Background: an optimization exercise with open tools, aiming at small area, a short achievable clock period and few clock cycles per item. Do not read the settings as production practice. Only simulation tests tie the RTL to the original design; equivalence was not proved. No activity file was given, so power comes from the tool's default toggle rates.

==> inputs of lagoon <==
## fft
module fft(clk, rst, data_in, wr_en, data_out, next_data_rd, busy, start);
export LEC_CHECK = 0
export CAP_MARGIN = 70
export CORE_AREA = 5 5 555 555
export DIE_AREA = 0 0 560 560
export PLACE_DENSITY = 0.65
export SLEW_MARGIN = 70
create_clock -name core_clock -period 22.0 [get_ports {clk}]
standard.sh (not shown) runs the stock make flow with config.mk's settings and CLKGATE_MAP_FILE= SYNTH_SCRIPT=/design/flow/synth_recipe.tcl, a recipe that flattens the netlist after the stock synthesis.
==> flow/flow/run.sh <==
#!/bin/bash
# Layout flow: the standard ORFS flow (standard.sh, all steps, with the
# settings of config.mk), except that the timing repairs (after floorplan,
# clock tree synthesis and global routing) aim for 16 ns of setup slack at
# the 22 ns clock instead of 0, so that they also speed up paths that already
# meet it.  The clock, constraints, synthesis and everything else are the
# standard flow's.  The whole output of the flow goes to flow.log; ORFS keeps
# the log of each of its steps under orfs/logs.
set -euo pipefail
export SETUP_SLACK_MARGIN=16
bash standard.sh > flow.log 2>&1
==> delta: changes against lagoon <==
--- a/flow/design.v
+++ b/flow/design.v
@@ -5,13 +5,13 @@
 input wire wr_en;
 output reg [19:0] data_out;
 input wire next_data_rd;
 input wire start;
 output reg busy;
 localparam ST_WR = 2'd0, ST_BUSY = 2'd1, ST_RD = 2'd2;
-localparam BC_DONE = 7'd103;
+localparam BC_DONE = 7'd105;
 reg [1:0] state;
 reg [5:0] wcnt;
 reg wfull;
 reg [6:0] bc;
 reg [6:0] ir;
 reg [6:0] rdc;
@@ -100,32 +100,29 @@
 endfunction
 function [17:0] proc;
     input [6:0] e;
     reg pX, pY;
     reg [1:0] sX, sY;
     reg [4:0] tX, tY;
-    reg [6:0] em2, em4;
+    reg [6:0] em4, em6;
     reg [2:0] rX, rY;
     reg [5:0] wX, wY;
     begin
-        em2 = e - 7'd2;
+        sX = e[6:5];
+        tX = e[4:0];
+        pX = (e < 7'd96) & ((sX == 2'd0) ? ~tX[3] : (sX == 2'd1) ? ~tX[2] : ~tX[1]);
         em4 = e - 7'd4;
-        if (e < 7'd32) begin
-            sX = 2'd0; tX = e[4:0]; pX = ~tX[3];
-        end else if (e < 7'd60) begin
-            sX = 2'd1; tX = e[4:0]; pX = ~tX[2];
-        end else if (e >= 7'd66 && e < 7'd98) begin
-            sX = 2'd2; tX = em2[4:0]; pX = ~tX[1];
+        em6 = e - 7'd6;
+        if (e >= 7'd4 && e < 7'd36) begin
+            sY = 2'd0; tY = em4[4:0]; pY = ~tY[3];
+        end else if (e >= 7'd36 && e < 7'd64) begin
+            sY = 2'd1; tY = em4[4:0]; pY = ~tY[2];
+        end else if (e >= 7'd70 && e < 7'd102) begin
+            sY = 2'd2; tY = em6[4:0]; pY = ~tY[1];
         end else begin
-            sX = 2'd3; tX = 5'd0; pX = 1'b0;
-        end
-        tY = em4[4:0];
-        if (e >= 7'd4 && e < 7'd100) begin
-            sY = em4[6:5]; pY = (sY == 2'd0) ? ~tY[3] : (sY == 2'd1) ? ~tY[2] : ~tY[1];
-        end else begin
-            sY = 2'd3; pY = 1'b0;
+            sY = 2'd3; tY = 5'd0; pY = 1'b0;
         end
         rX = rev3({1'b0, tX[4:3]});
         rY = rev3({1'b1, tY[4:3]});
         wX = (sX == 2'd1) ? {1'b0, rX, 2'b00} : {2'b00, rX, 1'b0} + {1'b0, tX[2], 4'b0000};
         wY = (sY == 2'd0) ? {rY, 3'b000} : (sY == 2'd1) ? {1'b0, rY, 2'b00} :
              {2'b00, rY, 1'b0} + {1'b0, tY[2], 4'b0000};
@@ -133,13 +130,13 @@
     end
 endfunction
 localparam CW_XROT = 0, CW_YROT = 1, CW_YFLAT = 2, CW_PXT = 3, CW_TW0 = 4, CW_PXB = 5,
            CW_WBX3 = 6, CW_WBX1 = 7, CW_PY = 8, CW_WBY7 = 9, CW_WBY3 = 10, CW_WBY1 = 11,
            CW_TX6 = 12, CW_TX4 = 13, CW_TY0 = 14, CW_TY1 = 15, CW_TY2 = 16, CW_TY6 = 17,
            CW_TY4 = 18, CW_W = 19, CW_PRE = 25, CW_DONE = 26, CW_PB1 = 27, CW_PB2 = 28,
-           CW_FX = 29, CW_FY0 = 30, CW_FY1 = 31, CW_XFLAT = 32, CW_N = 33;
+           CW_FX = 29, CW_FY0 = 30, CW_FY1 = 31, CW_N = 32;
 function [CW_N-1:0] dec;
     input [6:0] c;
     reg [17:0] p0, p1, p2;
     reg pX0, pY0, pX1, pY1, pX2, pY2;
     reg [1:0] sX0, sY0, sX1, sX2, sY2;
     reg [CW_N-1:0] d;
@@ -148,16 +145,15 @@
         p1 = proc(c + 7'd1);
         p2 = proc(c + 7'd2);
         pX1 = p1[17]; sX1 = p1[16:15]; pY1 = p1[8];
         pX0 = p0[17]; sX0 = p0[16:15]; pY0 = p0[8]; sY0 = p0[7:6];
         pX2 = p2[17]; sX2 = p2[16:15]; pY2 = p2[8]; sY2 = p2[7:6];
         d = {CW_N{1'b0}};
-        d[CW_XROT] = (c < 7'd60) || ((c >= 7'd62) && (c < 7'd98));
-        d[CW_XFLAT] = (c < 7'd98);
-        d[CW_YROT] = (c >= 7'd4) && (c < 7'd100);
-        d[CW_YFLAT] = (c < 7'd100);
+        d[CW_XROT] = (c < 7'd96);
+        d[CW_YROT] = ((c >= 7'd4) && (c < 7'd64)) || ((c >= 7'd66) && (c < 7'd102));
+        d[CW_YFLAT] = (c < 7'd102);
         d[CW_PXT] = pX0 & (sX0 == 2'd0);
         d[CW_TW0] = ~c[4];
         d[CW_PXB] = pX0 & (sX0 != 2'd0);
         d[CW_WBX3] = pX0 & (sX0 == 2'd1);
         d[CW_WBX1] = pX0 & (sX0 == 2'd2);
         d[CW_PY] = pY0;
@@ -176,13 +172,13 @@
             d[CW_TX4] = (sX2 == 2'd2);
             d[CW_W+5:CW_W] = p2[14:9];
         end
         d[CW_FX] = pX1 & (sX1 != 2'd0);
         d[CW_FY0] = pY1 & (c == 7'd3);
         d[CW_FY1] = pY1 & (c != 7'd3);
-        d[CW_PRE] = (c >= BC_DONE - 7'd4) && (c <= BC_DONE);
+        d[CW_PRE] = (c >= 7'd101) && (c <= BC_DONE);
         d[CW_DONE] = (c == BC_DONE);
         d[CW_PB1] = (c == BC_DONE - 7'd1);
         d[CW_PB2] = (c == BC_DONE - 7'd2);
         dec = d;
     end
 endfunction
@@ -309,21 +305,20 @@
 wire [19:0] tdif = tf - tg;
 wire [19:0] tneg = -tg;
 wire [39:0] trf = cw[CW_TW0] ? {tsum, 20'd0} : {tf, tneg};
 wire [39:0] trg = cw[CW_TW0] ? {tdif, 20'd0} : {tf, tg};
 wire [19:0] ow = pb ? bf_im : bf_re;
 reg [19:0] ob1, ob2;
-reg [19:0] dq;        
 wire [39:0] Xout = cwb[CW_PXT] ? trf : cwb[CW_PXB] ? bf : Q[0];
 wire [39:0] Yout = cwb[CW_PY] ? bf : Q[32];
 wire [2:0] istep = (ir[4:3] == 2'd1) ? 3'd6 : (ir[4:3] == 2'd3) ? 3'd2 : 3'd4;
 genvar gl;
 generate
     for (gl = 0; gl < 8; gl = gl + 1) begin : lctl
         reg [2:0] rot;
-        wire flat = busy_st & ((gl < 4) ? cw[CW_XFLAT] : cw[CW_YFLAT]);
+        wire flat = busy_st & ((gl < 4) ? cw[CW_XROT] : cw[CW_YFLAT]);
         wire frot = busy_st & ((gl < 4) ? cw[CW_XROT] : cw[CW_YROT]);
         assign en[gl] = wr_go | frot | ((state != ST_WR) & (rot != 3'd0));
         wire [39:0] own = Q[gl*8];
         wire [39:0] nxt = (gl == 3) ? Xout : (gl == 7) ? Yout :
                           (gl == 0 && 1) ? (cwb[CW_PXT] ? trg : Q[8]) :
                           (gl == 4 && 1) ? (cwb[CW_WBY7] ? bg : Q[40]) : Q[gl*8+8];
@@ -356,44 +351,45 @@
 endgenerate
 always @(posedge clk) begin
     xq <= data_in;
     weq <= wr_en & ~rst;
     rdq <= rd_go;
     if (cwb[CW_PB2] | rd_go)
-        dq <= cwb[CW_PB2] ? ow : ob1;
-    data_out <= cwb[CW_PB2] ? ow : rd_go ? ob1 : dq;
-    busy <= ~rst & (((state == ST_WR) & start) | (busy_st & ~cw[CW_DONE]));
+        data_out <= cwb[CW_PB2] ? ow : ob1;
     if (cwb[CW_PB1] | rd_go)
         ob1 <= (cwb[CW_PB1] | rdq) ? ow : ob2;
     if (cwb[CW_DONE] | (rd_st & rdq))
         ob2 <= ow;
     if (iss)
         ir <= ir + 7'd1;
     if (rst) begin
         state <= ST_WR;
         wcnt <= 6'd0;
         wfull <= 1'b0;
+        busy <= 1'b0;
         bc <= 7'd0;
     end else begin
         case (state)
         ST_WR: begin
             if (wr_go) begin
                 wcnt <= wcnt + 6'd1;
                 if (wcnt == 6'd63)
                     wfull <= 1'b1;
             end
             if (start) begin
                 state <= ST_BUSY;
+                busy <= 1'b1;
                 bc <= 7'd0;
                 ir <= 7'd0;
             end
         end
         ST_BUSY: begin
             bc <= bc + 7'd1;
             if (cw[CW_DONE]) begin
                 state <= ST_RD;
+                busy <= 1'b0;
                 rdc <= 7'd0;
             end
         end
         default: begin
             if (next_data_rd) begin
                 rdc <= rdc + 7'd1;
==> flow/run.sh (new file) <==
#!/bin/bash
# synth_recipe.tcl (not shown) runs the flow's synth.tcl, then flattens the netlist and writes it again
# the make line also repeats each setting of config.mk as NAME=value (left out here)
make -C /OpenROAD-flow-scripts/flow DESIGN_CONFIG=/design/flow/config.mk WORK_HOME=/design/flow/orfs CLKGATE_MAP_FILE= SYNTH_SCRIPT=/design/flow/synth_recipe.tcl finish
- SETUP_SLACK_MARGIN: not set -> 5
removed: flow/flow/run.sh
removed: flow/standard.sh
==> xenon: changes against lagoon <==
==> flow/run.sh (new file) <==
#!/bin/bash
# synth_recipe.tcl (not shown) runs the flow's synth.tcl, then flattens the netlist and writes it again
# the make line also repeats each setting of config.mk as NAME=value (left out here)
make -C /OpenROAD-flow-scripts/flow DESIGN_CONFIG=/design/flow/config.mk WORK_HOME=/design/flow/orfs CLKGATE_MAP_FILE= SYNTH_SCRIPT=/design/flow/synth_recipe.tcl finish
- SETUP_SLACK_MARGIN: not set -> 5
removed: flow/flow/run.sh
removed: flow/standard.sh
==> notes <==
The highest final cell count belongs to lagoon, the lowest to delta. Fmax, lowest first: delta, xenon, lagoon. In via count, xenon and lagoon hardly differ. Power: xenon is higher than delta (about 2%). Of xenon and delta, xenon has the higher combinational power (gap about 4%, measured against delta). Core utilization: xenon > lagoon > delta.
Testbench counts of lagoon, summed over its fixed seeds: cycles 19,008, frames 64.
Testbench counts of delta, summed over its fixed seeds: cycles 19,136, frames 64.
Testbench counts of xenon, summed over its fixed seeds: cycles 19,008, frames 64.

---

==> run P <==
fft, a different RTL version from the one above (not shown whole).
Settings: LEC_CHECK=0, CAP_MARGIN=20, CORE_AREA=5 5 515 515, CTS_CLUSTER_DIAMETER=80, CTS_CLUSTER_SIZE=20, DIE_AREA=0 0 520 520, PLACE_DENSITY=0.72, SLEW_MARGIN=20; clock period 22.0 ns.
==> flow/flow/run.sh <==
#!/bin/bash
# Layout flow: the standard ORFS flow (standard.sh, all steps, with the
# settings of config.mk), with two changes:
#  - the timing repairs (after floorplan, clock tree synthesis and global
#    routing) aim for 16.2 ns of setup slack at the 22 ns clock instead of 0,
#    so that they also speed up paths that already meet it;
#  - the buffers that the flow puts on every input and output port are
#    sky130_fd_sc_hd__buf_2 cells (instead of the flow's first pick, a delay
#    cell), which the repairs may then resize.
# The clock, constraints, synthesis and everything else are the standard
# flow's.  The whole output of the flow goes to flow.log; ORFS keeps the log
# of each of its steps under orfs/logs.
set -euo pipefail
export SETUP_SLACK_MARGIN=16.2
export BUFFER_PORTS_ARGS="-buffer_cell sky130_fd_sc_hd__buf_2"
bash standard.sh > flow.log 2>&1
==> run Y (differences from run P) <==
--- a/flow/design.v
+++ b/flow/design.v
@@ -96,10 +96,11 @@
 endfunction
 function [19:0] IM;
     input [39:0] v;
     IM = v[19:0];
 endfunction
+wire wr_go = (state == ST_WR) & weq & ~wfull;
 function [19:0] proc;
     input [6:0] e;
     reg pX, pY, hX, hY;
     reg [1:0] sX, sY;
     reg [4:0] tX, tY;
@@ -140,13 +141,12 @@
     end
 endfunction
 localparam CW_XROT = 0, CW_YROT = 1, CW_YFLAT = 2, CW_PXT = 3, CW_XH = 4, CW_PXB = 5,
            CW_WBX3 = 6, CW_WBX1 = 7, CW_PY = 8, CW_WBY7 = 9, CW_WBY3 = 10, CW_WBY1 = 11,
            CW_TX6 = 12, CW_TX4 = 13, CW_TY0 = 14, CW_TY1 = 15, CW_TY2 = 16, CW_TY6 = 17,
-           CW_TY4 = 18, CW_W = 19, CW_PRE = 25, CW_DONE = 26, CW_PB1 = 27, CW_PB2 = 28,
-           CW_FX = 29, CW_FY0 = 30, CW_FY1 = 31, CW_XFLAT = 32, CW_TY18 = 33, CW_FY9 = 34,
-           CW_PY2H = 35, CW_N = 36;
+           CW_TY4 = 18, CW_W = 19, CW_PRE = 25, CW_DONE = 26, CW_FX = 27, CW_FY0 = 28,
+           CW_FY1 = 29, CW_XFLAT = 30, CW_TY18 = 31, CW_FY9 = 32, CW_PY2H = 33, CW_N = 34;
 function [CW_N-1:0] dec;
     input [6:0] c;
     reg [19:0] p0, p1, p2;
     reg pX0, pY0, pX1, pY1, pX2, pY2, hX0, hY0, hY1, hY2;
     reg [1:0] sX0, sY0, sX1, sY1, sX2, sY2;
@@ -190,20 +190,22 @@
         d[CW_FY0] = pY1 & (c == 7'd1);
         d[CW_FY1] = pY1 & (c != 7'd1) & ~((sY1 == 2'd0) & hY1);
         d[CW_FY9] = pY1 & (sY1 == 2'd0) & hY1;
         d[CW_PRE] = (c >= BC_DONE - 7'd2) && (c <= BC_DONE);
         d[CW_DONE] = (c == BC_DONE);
-        d[CW_PB1] = (c == BC_DONE);
-        d[CW_PB2] = (c == BC_DONE - 7'd1);
         dec = d;
     end
 endfunction
+localparam [CW_N-1:0] CW_SPEC = (1 << CW_TY2) | (8 << CW_W) | (1 << CW_FY1);
 wire busy_st = (state == ST_BUSY);
+reg wgp;                             
+wire fast = wr_go & wgp & (wcnt == 6'd63);
 reg [CW_N-1:0] cw;
 always @(posedge clk)
-    cw <= (state == ST_WR) ? dec(7'd0) : (busy_st & ~cw[CW_DONE]) ? dec(bc + 7'd1) : {CW_N{1'b0}};
-wire [CW_N-1:0] cwb = cw & {CW_N{busy_st}};
+    cw <= (state == ST_WR) ? (start ? (fast ? dec(7'd2) : dec(7'd0)) : CW_SPEC) :
+          (busy_st & ~cw[CW_DONE]) ? dec(bc + 7'd1) : {CW_N{1'b0}};
+wire [CW_N-1:0] cwb = cw;
 wire [39:0] Q [0:63];
 wire [39:0] Dn [0:63];
 wire [39:0] tin [0:7];
 wire [7:0] en;
 genvar gb, gp;
@@ -215,11 +217,10 @@
             always @(posedge clk)
                 if (en[gb]) r <= Dn[gb*8+gp];
         end
     end
 endgenerate
-wire wr_go = (state == ST_WR) & weq & ~wfull;
 wire [2:0] wb = wcnt[5:3];
 wire w67 = wb[2] & wb[1];
 wire [19:0] hX = RE(Q[0]);           
 wire [19:0] hG = RE(Q[16]);          
 wire [19:0] hE = RE(Q[48]);          
@@ -234,11 +235,11 @@
 wire [39:0] Y15 = {hE, wnq};
 wire rd_st = (state == ST_RD);
 wire rd_go = rd_st & next_data_rd;
 wire iss = cwb[CW_PRE] | rd_go;
 wire imode = rd_st | cwb[CW_PRE];
-wire adv = busy_st | rd_go;
+wire adv = busy_st | rd_go | (state == ST_WR);
 wire [2:0] il = rev3(ir[2:0]);                  
 wire [2:0] ib = {il[2], il[1:0] + 2'd2};        
 wire [39:0] iss_f = Q[{ib, 3'd0}];
 wire [39:0] iss_g = Q[{ib, 3'd1}];
 wire [39:0] tap = ({40{cwb[CW_TX6]}} & Q[6]) | ({40{cwb[CW_TX4]}} & Q[4]) |
@@ -307,11 +308,11 @@
 wire [19:0] tsum = tf + tg;
 wire [19:0] tdif = tf - tg;
 wire [19:0] tneg = -tg;
 wire [39:0] trf = cw[CW_XH] ? {tf, tneg} : {tsum, 20'd0};
 wire [39:0] trg = cw[CW_XH] ? {tf, tg} : {tdif, 20'd0};
-wire [19:0] ow = pb ? bf_im : bf_re;
+wire [19:0] ow = pb ? bf_im : bf_re;    
 reg [19:0] dq;        
 wire xt0 = cwb[CW_PXT] & ~cw[CW_XH];
 wire xt1 = cwb[CW_PXT] & cw[CW_XH];
 wire [39:0] Xout = xt0 ? trf : cwb[CW_PXB] ? bf : Q[0];
 wire [39:0] Yout = (cwb[CW_PY] & ~cwb[CW_PY2H]) ? bf : Q[32];
@@ -359,10 +360,11 @@
     end
 endgenerate
 always @(posedge clk) begin
     xq <= data_in;
     weq <= wr_en & ~rst;
+    wgp <= wr_go;
     if (cwb[CW_DONE] | rd_go)
         dq <= ow;
     data_out <= (cwb[CW_DONE] | rd_go) ? ow : dq;
     busy <= ~rst & (((state == ST_WR) & start) | (busy_st & ~cw[CW_DONE]));
     if (iss)
@@ -380,11 +382,11 @@
                 if (wcnt == 6'd63)
                     wfull <= 1'b1;
             end
             if (start) begin
                 state <= ST_BUSY;
-                bc <= 7'd0;
+                bc <= fast ? 7'd2 : 7'd0;
                 ir <= 7'd0;
             end
         end
         ST_BUSY: begin
             bc <= bc + 7'd1;
==> run X (differences from run P) <==
--- a/flow/design.v
+++ b/flow/design.v
@@ -6,11 +6,11 @@
 output reg [19:0] data_out;
 input wire next_data_rd;
 input wire start;
 output reg busy;
 localparam ST_WR = 2'd0, ST_BUSY = 2'd1, ST_RD = 2'd2;
-localparam BC_DONE = 7'd88;
+localparam BC_DONE = 7'd89;
 reg [1:0] state;
 reg [5:0] wcnt;
 reg wfull;
 reg [6:0] bc;
 reg [6:0] ir;
@@ -188,11 +188,11 @@
         end
         d[CW_FX] = pX1 & (sX1 != 2'd0);
         d[CW_FY0] = pY1 & (c == 7'd1);
         d[CW_FY1] = pY1 & (c != 7'd1) & ~((sY1 == 2'd0) & hY1);
         d[CW_FY9] = pY1 & (sY1 == 2'd0) & hY1;
-        d[CW_PRE] = (c >= BC_DONE - 7'd2) && (c <= BC_DONE);
+        d[CW_PRE] = (c >= BC_DONE - 7'd3) && (c <= BC_DONE);
         d[CW_DONE] = (c == BC_DONE);
         d[CW_PB1] = (c == BC_DONE);
         d[CW_PB2] = (c == BC_DONE - 7'd1);
         dec = d;
     end
@@ -230,15 +230,16 @@
 wire [19:0] wnq = -wq;
 wire [39:0] Xin = {(wb[2] ? (wb[1] ? wGm : wp) : xq), 20'd0};
 wire [39:0] Yin = wb[1] ? {hE, wq} : {wq, 20'd0};
 wire [39:0] X15 = {wGp, 20'd0};
 wire [39:0] Y15 = {hE, wnq};
+reg rdq;
 wire rd_st = (state == ST_RD);
 wire rd_go = rd_st & next_data_rd;
-wire iss = cwb[CW_PRE] | rd_go;
+wire iss = cwb[CW_PRE] | (rd_st & rdq);
 wire imode = rd_st | cwb[CW_PRE];
-wire adv = busy_st | rd_go;
+wire adv = busy_st | (rd_st & rdq);
 wire [2:0] il = rev3(ir[2:0]);                  
 wire [2:0] ib = {il[2], il[1:0] + 2'd2};        
 wire [39:0] iss_f = Q[{ib, 3'd0}];
 wire [39:0] iss_g = Q[{ib, 3'd1}];
 wire [39:0] tap = ({40{cwb[CW_TX6]}} & Q[6]) | ({40{cwb[CW_TX4]}} & Q[4]) |
@@ -308,10 +309,11 @@
 wire [19:0] tdif = tf - tg;
 wire [19:0] tneg = -tg;
 wire [39:0] trf = cw[CW_XH] ? {tf, tneg} : {tsum, 20'd0};
 wire [39:0] trg = cw[CW_XH] ? {tf, tg} : {tdif, 20'd0};
 wire [19:0] ow = pb ? bf_im : bf_re;
+reg [19:0] ob1, ob2;
 reg [19:0] dq;        
 wire xt0 = cwb[CW_PXT] & ~cw[CW_XH];
 wire xt1 = cwb[CW_PXT] & cw[CW_XH];
 wire [39:0] Xout = xt0 ? trf : cwb[CW_PXB] ? bf : Q[0];
 wire [39:0] Yout = (cwb[CW_PY] & ~cwb[CW_PY2H]) ? bf : Q[32];
@@ -359,14 +361,19 @@
     end
 endgenerate
 always @(posedge clk) begin
     xq <= data_in;
     weq <= wr_en & ~rst;
-    if (cwb[CW_DONE] | rd_go)
-        dq <= ow;
-    data_out <= (cwb[CW_DONE] | rd_go) ? ow : dq;
+    rdq <= rd_go | cwb[CW_DONE];
+    if (cwb[CW_PB2] | rd_go)
+        dq <= cwb[CW_PB2] ? ow : ob1;
+    data_out <= cwb[CW_PB2] ? ow : rd_go ? ob1 : dq;
     busy <= ~rst & (((state == ST_WR) & start) | (busy_st & ~cw[CW_DONE]));
+    if (cwb[CW_PB1] | rd_go)
+        ob1 <= (cwb[CW_PB1] | rdq) ? ow : ob2;
+    if (rd_st & rdq)
+        ob2 <= ow;
     if (iss)
         ir <= ir + 7'd1;
     if (rst) begin
         state <= ST_WR;
         wcnt <= 6'd0;
==> flow/flow/run.sh (replaced) <==
#!/bin/bash
# Layout flow: the standard ORFS flow (standard.sh, all steps, with the
# settings of config.mk), except that the timing repairs (after floorplan,
# clock tree synthesis and global routing) aim for 16 ns of setup slack at
# the 22 ns clock instead of 0, so that they also speed up paths that already
# meet it.  The clock, constraints, synthesis and everything else are the
# standard flow's.  The whole output of the flow goes to flow.log; ORFS keeps
# the log of each of its steps under orfs/logs.
set -euo pipefail
export SETUP_SLACK_MARGIN=16
bash standard.sh > flow.log 2>&1
==> flow/config.mk (replaced) <==
export PLATFORM = sky130hd
export DESIGN_NAME = fft
export DESIGN_NICKNAME = fft
export VERILOG_FILES = /design/flow/design.v
export SDC_FILE = /design/flow/constraint.sdc
export NUM_CORES = 8
export LEC_CHECK = 0
export CAP_MARGIN = 20
export CORE_AREA = 5 5 515 515
export CTS_CLUSTER_DIAMETER = 90
export CTS_CLUSTER_SIZE = 24
export DIE_AREA = 0 0 520 520
export PLACE_DENSITY = 0.72
export SLEW_MARGIN = 20
==> notes <==
- Against run X, the utilization of run P is lower by 1.1 points.
- Of run P and run X, run X has the higher design area (gap about 1.8%, measured against run X).
- Between run X and run P, the lower clock-buffer cell count is in run X (gap 1).
- Between run P and run Y, the lower sequential share of layout area is in run Y (gap 0.45 points).
Testbench counts of run P, summed over its fixed seeds: cycles 18,048, frames 64.
Testbench counts of run Y, summed over its fixed seeds: cycles 17,920, frames 64.
Testbench counts of run X, summed over its fixed seeds: cycles 18,112, frames 64.

-- port drivers added, routing unchanged --
How much do the figures lean on ideal ports? The routed layouts below were timed once more, with nothing changed but the port constraints.
Step 1 sets driving cells, clkbuf_16 on the clock port and buf_2 on the other inputs (assumed; they add their load-dependent delay and slew).
Step 2 moves the port delays by t, midway between the first and last clock arrival at a register: inputs arrive t later, outputs are due t later. That takes back most of the time a late clock gives input paths.
a / b / c = ideal ports / drivers / drivers and shift; a / b = the first two.
run | t, ns | slack for setup (ns) | worst setup path after step 2 | latest minus earliest clock arrival (ns) | cell pins on the clock port's net
lagoon | 0.971 | 16.058 / 15.958 / 15.667 | input to register | 0.060 / 0.060 | 1
delta | 1.024 | 15.544 / 15.444 / 15.706 | input to register | 0.120 / 0.120 | 1
xenon | 1.026 | 15.669 / 15.565 / 15.624 | input to register | 0.074 / 0.074 | 1
run P | 0.955 | 16.204 / 16.110 / 15.363 | input to register | 0.050 / 0.050 | 1
run Y | 0.973 | 16.202 / 16.105 / 15.401 | input to register | 0.046 / 0.046 | 1
run X | 0.969 | 15.902 / 15.851 / 15.006 | input to register | 0.069 / 0.070 | 1
After both steps setup and hold are still met in every run listed. For run X, which loses most, drivers alone change the setup slack by -0.051 ns; drivers and shift together by -0.896 ns.
